From an optimization exercise on the open Yosys and OpenROAD flow, aimed at small area; shortcuts taken in it are not production practice. Where RTL was checked, it was by simulation tests only, not by an equivalence proof against the original. The flow treats the clock pin as an ideal source, which a real chip does not have. Power and IR drop assume default switching activity.

## ALU_DESIGN
module ALU_DESIGN #(parameter DW = 8, CW = 4)(INP_VALID,OPA,OPB,CIN,CLK,RST,CMD,CE,MODE,COUT,OFLOW,RES,G,E,L,ERR);
  input [DW-1:0] OPA,OPB;
  input CLK,RST,CE,MODE,CIN;
  input [CW-1:0] CMD;
  input [1:0] INP_VALID;
  output reg [DW:0] RES;
  output COUT;
  output OFLOW;
  output G;
  output E;
  output L;
  output reg ERR;
  reg [7:0] A, B;
  reg [3:0] C;
  reg       VA, VB;
  reg [4:0] W;
  reg [8:0] P;
  reg [2:0] F;
  assign COUT  = F[0] & ~F[2];
  assign OFLOW = F[1] & ~F[2];
  assign G     = F[0] & F[2];
  assign L     = F[1] & F[2];
  assign E     = F[2] & ~F[0] & ~F[1];
  always @(posedge CLK) begin
    if (INP_VALID[0]) A <= OPA;
    if (INP_VALID[1]) B <= OPB;
    if (|INP_VALID)   C <= CMD;
    if (RST) begin
      VA <= 1'b0;
      VB <= 1'b0;
      W  <= 5'd0;
    end else begin
      if (INP_VALID[0]) VA <= 1'b1;
      if (INP_VALID[1]) VB <= 1'b1;
      if (|INP_VALID) W <= 5'd0;
      else if ((VA ^ VB) && !W[4]) W <= W + 5'd1;
    end
  end
  wire both = VA & VB;
  wire tmo  = !RST && W[4] && ((INP_VALID == 2'b01 && VB) || (INP_VALID == 2'b10 && VA));
  wire [15:0] k = 16'd1 << C;
  wire am = MODE;
  wire lm = !MODE;
  wire selB = k[6] | k[7] | k[10] | k[11];
  wire yB   = k[0] | k[1] | k[2] | k[3] | k[8];
  wire yI   = k[1] | k[3] | k[5] | k[7] | k[8];
  wire cin  = k[0] ? 1'b0 : k[1] ? 1'b1 : k[2] ? CIN : k[3] ? ~CIN :
              (k[4] | k[6] | k[9]);
  wire [7:0] X = selB ? B : A;
  wire [7:0] Y = ({8{yB}} & B) ^ {8{yI}};
  wire [8:0] cc;
  wire [7:0] sum;
  assign cc[0] = cin;
  genvar i;
  generate for (i = 0; i < 8; i = i + 1) begin : add
    fa_m f(.a(X[i]), .b(Y[i]), .c(cc[i]), .s(sum[i]), .co(cc[i+1]));
  end endgenerate
  wire cy = cc[8];
  wire allff = &sum;
  wire lt = ~cy & ~(allff & ~cin);
  wire s9 = C[0];
  wire [7:0] U = s9 ? A + 8'd1 : {A[6:0], 1'b0};
  wire [7:0] V = B + {7'd0, s9};
  wire [8:0] prod;
  wire mp0_0 = U[0] & V[0];
  wire mp0_1 = U[0] & V[1];
  wire mp0_2 = U[0] & V[2];
  wire mp0_3 = U[0] & V[3];
  wire mp0_4 = U[0] & V[4];
  wire mp0_5 = U[0] & V[5];
  wire mp0_6 = U[0] & V[6];
  wire mp0_7 = U[0] & V[7];
  wire mp1_0 = U[1] & V[0];
  wire mp1_1 = U[1] & V[1];
  wire mp1_2 = U[1] & V[2];
  ...
Size: about 430 cells after synthesis, ~49 flip-flops, about 42 I/O pins, ~3900 um^2 of cells after synthesis.
==> flow/config.mk <==
export PLATFORM = sky130hd
export DESIGN_NAME = ALU_DESIGN
export DESIGN_NICKNAME = ALU_DESIGN
export VERILOG_FILES = /design/flow/design.v
export SDC_FILE = /design/flow/constraint.sdc
export NUM_CORES = 4
export LEC_CHECK = 0
export ABC_AREA = 1
export CAP_MARGIN = 0
export CORE_MARGIN = 2
export CORE_UTILIZATION = 40
export GPL_TIMING_DRIVEN = 0
export SLEW_MARGIN = 0
export SYNTH_HIERARCHICAL = 1
export SYNTH_MINIMUM_KEEP_SIZE = 0
==> flow/constraint.sdc <==
create_clock -name core_clock -period 6.0 [get_ports {CLK}]
set_input_delay 1.2000 -clock core_clock [delete_from_list [all_inputs] [get_ports {CLK}]]
set_output_delay 1.2000 -clock core_clock [all_outputs]
set_load 0.01 [all_outputs]
standard.sh (not shown) runs the stock make flow with config.mk's settings and CLKGATE_MAP_FILE= SYNTH_SCRIPT=/design/flow/synth_recipe.tcl, a recipe that flattens the netlist after the stock synthesis.
==> flow/flow/run.sh <==
#!/bin/bash
# Own layout flow: the standard ORFS flow (standard.sh), with three changes:
#  - synthesis maps logic with an area-only ABC script (flow/abc_area.script);
#    everything else in synthesis, including flip-flop mapping, is the standard one;
#  - every input and output port still gets a buffer, but a buf_1 one;
#  - clock tree synthesis adds no dummy loads.
# Each step's full output goes to a log file in the work folder.
set -euo pipefail
W="$(pwd)"
S="SYNTH_SCRIPT=$W/flow/synth_area.tcl"
bash standard.sh "$S" synth > "$W/log_synth.txt" 2>&1
bash standard.sh "$S" "BUFFER_PORTS_ARGS=-buffer_cell sky130_fd_sc_hd__buf_1" "CTS_ARGS=-sink_clustering_enable -repair_clock_nets -dont_use_dummy_load -buf_list {sky130_fd_sc_hd__clkbuf_4 sky130_fd_sc_hd__clkbuf_8}" finish > "$W/log_layout.txt" 2>&1
==> flow/flow/abc_area.script <==
strash
&get -n
&deepsyn -T 30
&put
dch -f
amap
topo
==> flow/flow/synth_area.tcl <==
# Standard synthesis (synth_recipe.tcl), except that the final ABC mapping uses
# an area-only script without a delay target.
set ::own_flow_dir [file dirname [file normalize [info script]]]
proc abc {args} {
  set i [lsearch -exact $args -script]
  if {$i >= 0} {
    set args [lreplace $args [expr {$i + 1}] [expr {$i + 1}] [file join $::own_flow_dir abc_area.script]]
  }
  set j [lsearch -exact $args -D]
  if {$j >= 0} { set args [lreplace $args $j [expr {$j + 1}]] }
  yosys abc {*}$args
}
source [file join [file dirname $::own_flow_dir] synth_recipe.tcl]
Then changed:
--- a/flow/flow/run.sh
+++ b/flow/flow/run.sh
@@ -10,3 +10,3 @@
 S="SYNTH_SCRIPT=$W/flow/synth_area.tcl"
 bash standard.sh "$S" synth > "$W/log_synth.txt" 2>&1
-bash standard.sh "$S" "BUFFER_PORTS_ARGS=-buffer_cell sky130_fd_sc_hd__buf_1" "CTS_ARGS=-sink_clustering_enable -repair_clock_nets -dont_use_dummy_load -buf_list {sky130_fd_sc_hd__clkbuf_4 sky130_fd_sc_hd__clkbuf_8}" finish > "$W/log_layout.txt" 2>&1
+bash standard.sh "$S" "BUFFER_PORTS_ARGS=-buffer_cell sky130_fd_sc_hd__buf_1" "CTS_ARGS=-sink_clustering_enable -repair_clock_nets -dont_use_dummy_load -buf_list sky130_fd_sc_hd__clkbuf_16 -sink_clustering_size 60 -sink_clustering_max_diameter 500" finish > "$W/log_layout.txt" 2>&1
Settings changed: CTS_BUF_LIST set to sky130_fd_sc_hd__clkbuf_16, CTS_CLUSTER_DIAMETER set to 500, CTS_CLUSTER_SIZE set to 60.
- global-route usage is about the same
- flip-flop and latch count is unchanged
- total power rose by 6.9%
- critical path depth stays the same
- combinational power is about the same
- synthesized area stays the same
- sequential power hardly moves
- design area grows by 1.3%
- sequential share of layout area went down by 0.39 points
- setup slack improved by 57 ps
Then changed:
--- a/flow/flow/run.sh
+++ b/flow/flow/run.sh
@@ -10,3 +10,3 @@
 S="SYNTH_SCRIPT=$W/flow/synth_area.tcl"
 bash standard.sh "$S" synth > "$W/log_synth.txt" 2>&1
-bash standard.sh "$S" "BUFFER_PORTS_ARGS=-buffer_cell sky130_fd_sc_hd__buf_1" "CTS_ARGS=-sink_clustering_enable -repair_clock_nets -dont_use_dummy_load -buf_list sky130_fd_sc_hd__clkbuf_16 -sink_clustering_size 60 -sink_clustering_max_diameter 500" finish > "$W/log_layout.txt" 2>&1
+bash standard.sh "$S" "BUFFER_PORTS_ARGS=-buffer_cell sky130_fd_sc_hd__buf_1" "CTS_ARGS=-sink_clustering_enable -repair_clock_nets -dont_use_dummy_load" finish > "$W/log_layout.txt" 2>&1
Settings changed: CTS_BUF_LIST sky130_fd_sc_hd__clkbuf_16 to not set, CTS_CLUSTER_DIAMETER 500 to not set, CTS_CLUSTER_SIZE 60 to not set.
Effect: Die area is unchanged. Via count barely changes. Non-clock buffer count came out lower by 1.


ALU_DESIGN, a different RTL version from the one above (not shown whole).
## ALU_DESIGN
module ALU_DESIGN #(parameter DW = 8, CW = 4)(INP_VALID,OPA,OPB,CIN,CLK,RST,CMD,CE,MODE,COUT,OFLOW,RES,G,E,L,ERR);
clock: 6.0 ns
lec_check: 0
abc_area: 1
cap_margin: 0
core_margin: 2
core_utilization: 40
gpl_timing_driven: 0
slew_margin: 0
synth_hierarchical: 1
synth_minimum_keep_size: 0
==> flow/flow/run.sh <==
#!/bin/bash
# Own layout flow: the standard ORFS flow (standard.sh), with three changes:
#  - synthesis maps logic with an area-only ABC script (flow/abc_area.script);
#    everything else in synthesis, including flip-flop mapping, is the standard one;
#  - every input and output port still gets a buffer, but a buf_1 one;
#  - the clock tree is a single clkbuf_16 (flow/cts_one_buffer.tcl, run as the
#    CTS step's pre-hook, replaces the H-tree builder).
# Each step's full output goes to a log file in the work folder.
set -euo pipefail
W="$(pwd)"
S="SYNTH_SCRIPT=$W/flow/synth_area.tcl"
bash standard.sh "$S" synth > "$W/log_synth.txt" 2>&1
bash standard.sh "$S" "BUFFER_PORTS_ARGS=-buffer_cell sky130_fd_sc_hd__buf_1" "PRE_CTS_TCL=$W/flow/cts_one_buffer.tcl" finish > "$W/log_layout.txt" 2>&1
==> flow/flow/cts_one_buffer.tcl <==
# Clock tree for this small design: a single clkbuf_16, placed at the centre
# of the flip-flops, drives every flip-flop clock pin, so the clock port drives
# only that buffer. It replaces TritonCTS's H-tree (a root and four leaf
# buffers) in the standard CTS step; the rest of that step (legalization,
# timing repair) runs as usual.
rename clock_tree_synthesis orfs_clock_tree_synthesis_unused
proc clock_tree_synthesis {args} {
  set block [ord::get_db_block]
  set dbu [$block getDbUnitsPerMicron]
  set net [$block findNet CLK]
  set sx 0.0
  set sy 0.0
  set n 0
  foreach it [$net getITerms] {
    lassign [[$it getInst] getLocation] x y
    set sx [expr {$sx + $x}]
    set sy [expr {$sy + $y}]
    incr n
  }
  set cx [expr {$sx / $n / $dbu}]
  set cy [expr {$sy / $n / $dbu}]
  puts "one-buffer clock tree: $n sinks, buffer at ($cx, $cy)"
  insert_buffer -buffer_cell sky130_fd_sc_hd__clkbuf_16 -net CLK \
    -location [list $cx $cy] -buffer_name clkbuf_root
  set buf [$block findInst clkbuf_root]
  foreach pin {A X} {
    set bnet [[$buf findITerm $pin] getNet]
    $bnet setSigType CLOCK
    puts "one-buffer clock tree: $pin on net [$bnet getName], [llength [$bnet getITerms]] pins"
  }
  set_propagated_clock [all_clocks]
}
Scripts as last shown in full above: flow/flow/abc_area.script, flow/flow/synth_area.tcl
The baseline aborted during 4_1_cts.
Rerun with:
--- a/flow/flow/run.sh
+++ b/flow/flow/run.sh
@@ -6,2 +6 @@
-#  - the clock tree is a single clkbuf_16 (flow/cts_one_buffer.tcl, run as the
-#    CTS step's pre-hook, replaces the H-tree builder).
+#  - clock tree synthesis adds no dummy loads.
@@ -13 +12 @@
-bash standard.sh "$S" "BUFFER_PORTS_ARGS=-buffer_cell sky130_fd_sc_hd__buf_1" "PRE_CTS_TCL=$W/flow/cts_one_buffer.tcl" finish > "$W/log_layout.txt" 2>&1
+bash standard.sh "$S" "BUFFER_PORTS_ARGS=-buffer_cell sky130_fd_sc_hd__buf_1" "CTS_ARGS=-sink_clustering_enable -repair_clock_nets -dont_use_dummy_load" finish > "$W/log_layout.txt" 2>&1
removed: flow/flow/cts_one_buffer.tcl
Result: The changed run completed without violations; area after synthesis stays the same; synthesized cell count does not change.
Rerun with:
--- a/flow/flow/run.sh
+++ b/flow/flow/run.sh
@@ -6 +6,2 @@
-#  - clock tree synthesis adds no dummy loads.
+#  - the clock tree is a single clkbuf_16 (flow/cts_one_buffer.tcl, run as the
+#    CTS step's pre-hook, replaces the H-tree builder).
@@ -12 +13 @@
-bash standard.sh "$S" "BUFFER_PORTS_ARGS=-buffer_cell sky130_fd_sc_hd__buf_1" "CTS_ARGS=-sink_clustering_enable -repair_clock_nets -dont_use_dummy_load" finish > "$W/log_layout.txt" 2>&1
+bash standard.sh "$S" "BUFFER_PORTS_ARGS=-buffer_cell sky130_fd_sc_hd__buf_1" "PRE_CTS_TCL=$W/flow/cts_one_buffer.tcl" finish > "$W/log_layout.txt" 2>&1
==> flow/flow/cts_one_buffer.tcl (new file) <==
# Clock tree for this small design: a single clkbuf_16, placed at the centre
# of the flip-flops, drives every flip-flop clock pin, so the clock port drives
# only that buffer. It replaces TritonCTS's H-tree (a root and four leaf
# buffers) in the standard CTS step; the rest of that step (legalization,
# timing repair) runs as usual.
rename clock_tree_synthesis orfs_clock_tree_synthesis_unused
proc clock_tree_synthesis {args} {
  set block [ord::get_db_block]
  set dbu [$block getDbUnitsPerMicron]
  set net [$block findNet CLK]
  set sx 0.0
  set sy 0.0
  set n 0
  foreach it [$net getITerms] {
    lassign [[$it getInst] getLocation] x y
    set sx [expr {$sx + $x}]
    set sy [expr {$sy + $y}]
    incr n
  }
  set cx [expr {$sx / $n / $dbu}]
  set cy [expr {$sy / $n / $dbu}]
  puts "one-buffer clock tree: $n sinks, buffer at ($cx, $cy)"
  insert_buffer -buffer_cell sky130_fd_sc_hd__clkbuf_16 -net CLK \
    -location [list $cx $cy] -buffer_name clkbuf_root -net_name clknet_root
  [$block findNet clknet_root] setSigType CLOCK
  set_propagated_clock [all_clocks]
}
Outcome:
- The changed run ended with an error in 4_1_cts
- area after synthesis does not change
- synthesized cell count is unchanged
No run of this note included a check of the RTL's function; only the layout flow was run.

## afterwards: timing with drivers on the ports
The flow's constraints put no driver on any port. The routed layouts listed below were extracted and timed again, unchanged, in two steps.
Step 1 (the two cells are an assumption about what drives the block):
set clk [get_ports {CLK}]
set_driving_cell -lib_cell sky130_fd_sc_hd__clkbuf_16 $clk
set_driving_cell -lib_cell sky130_fd_sc_hd__buf_2 [delete_from_list [all_inputs] $clk]
Step 2 times the ports against the registers' clock, not the clock port: input delays grow and output delays shrink by t, the midpoint of the rising clock arrivals with the driver on.
Three values: ideal, step 1, step 2; two values: the first two.
run	t, ns	setup WS [ns]	worst hold slack (ns)	worst slew at a driven data input, ns
the first run of note 1	0.328	0.164 / 0.164 / 0.164	0.467 / 0.467 / 0.467	0.03
the second run of note 1	0.319	0.221 / 0.221 / 0.184	0.462 / 0.462 / 0.462	0.03
the third run of note 1	0.328	0.164 / 0.164 / 0.164	0.467 / 0.467 / 0.467	0.03
the second run of note 2	0.335	0.317 / 0.317 / 0.093	0.453 / 0.453 / 0.453	0.03
After both steps setup and hold are still met in every run listed. The setup slack of the second run of note 2, which loses most, moves by 0.000 ns with the drivers and by -0.224 ns with both steps.
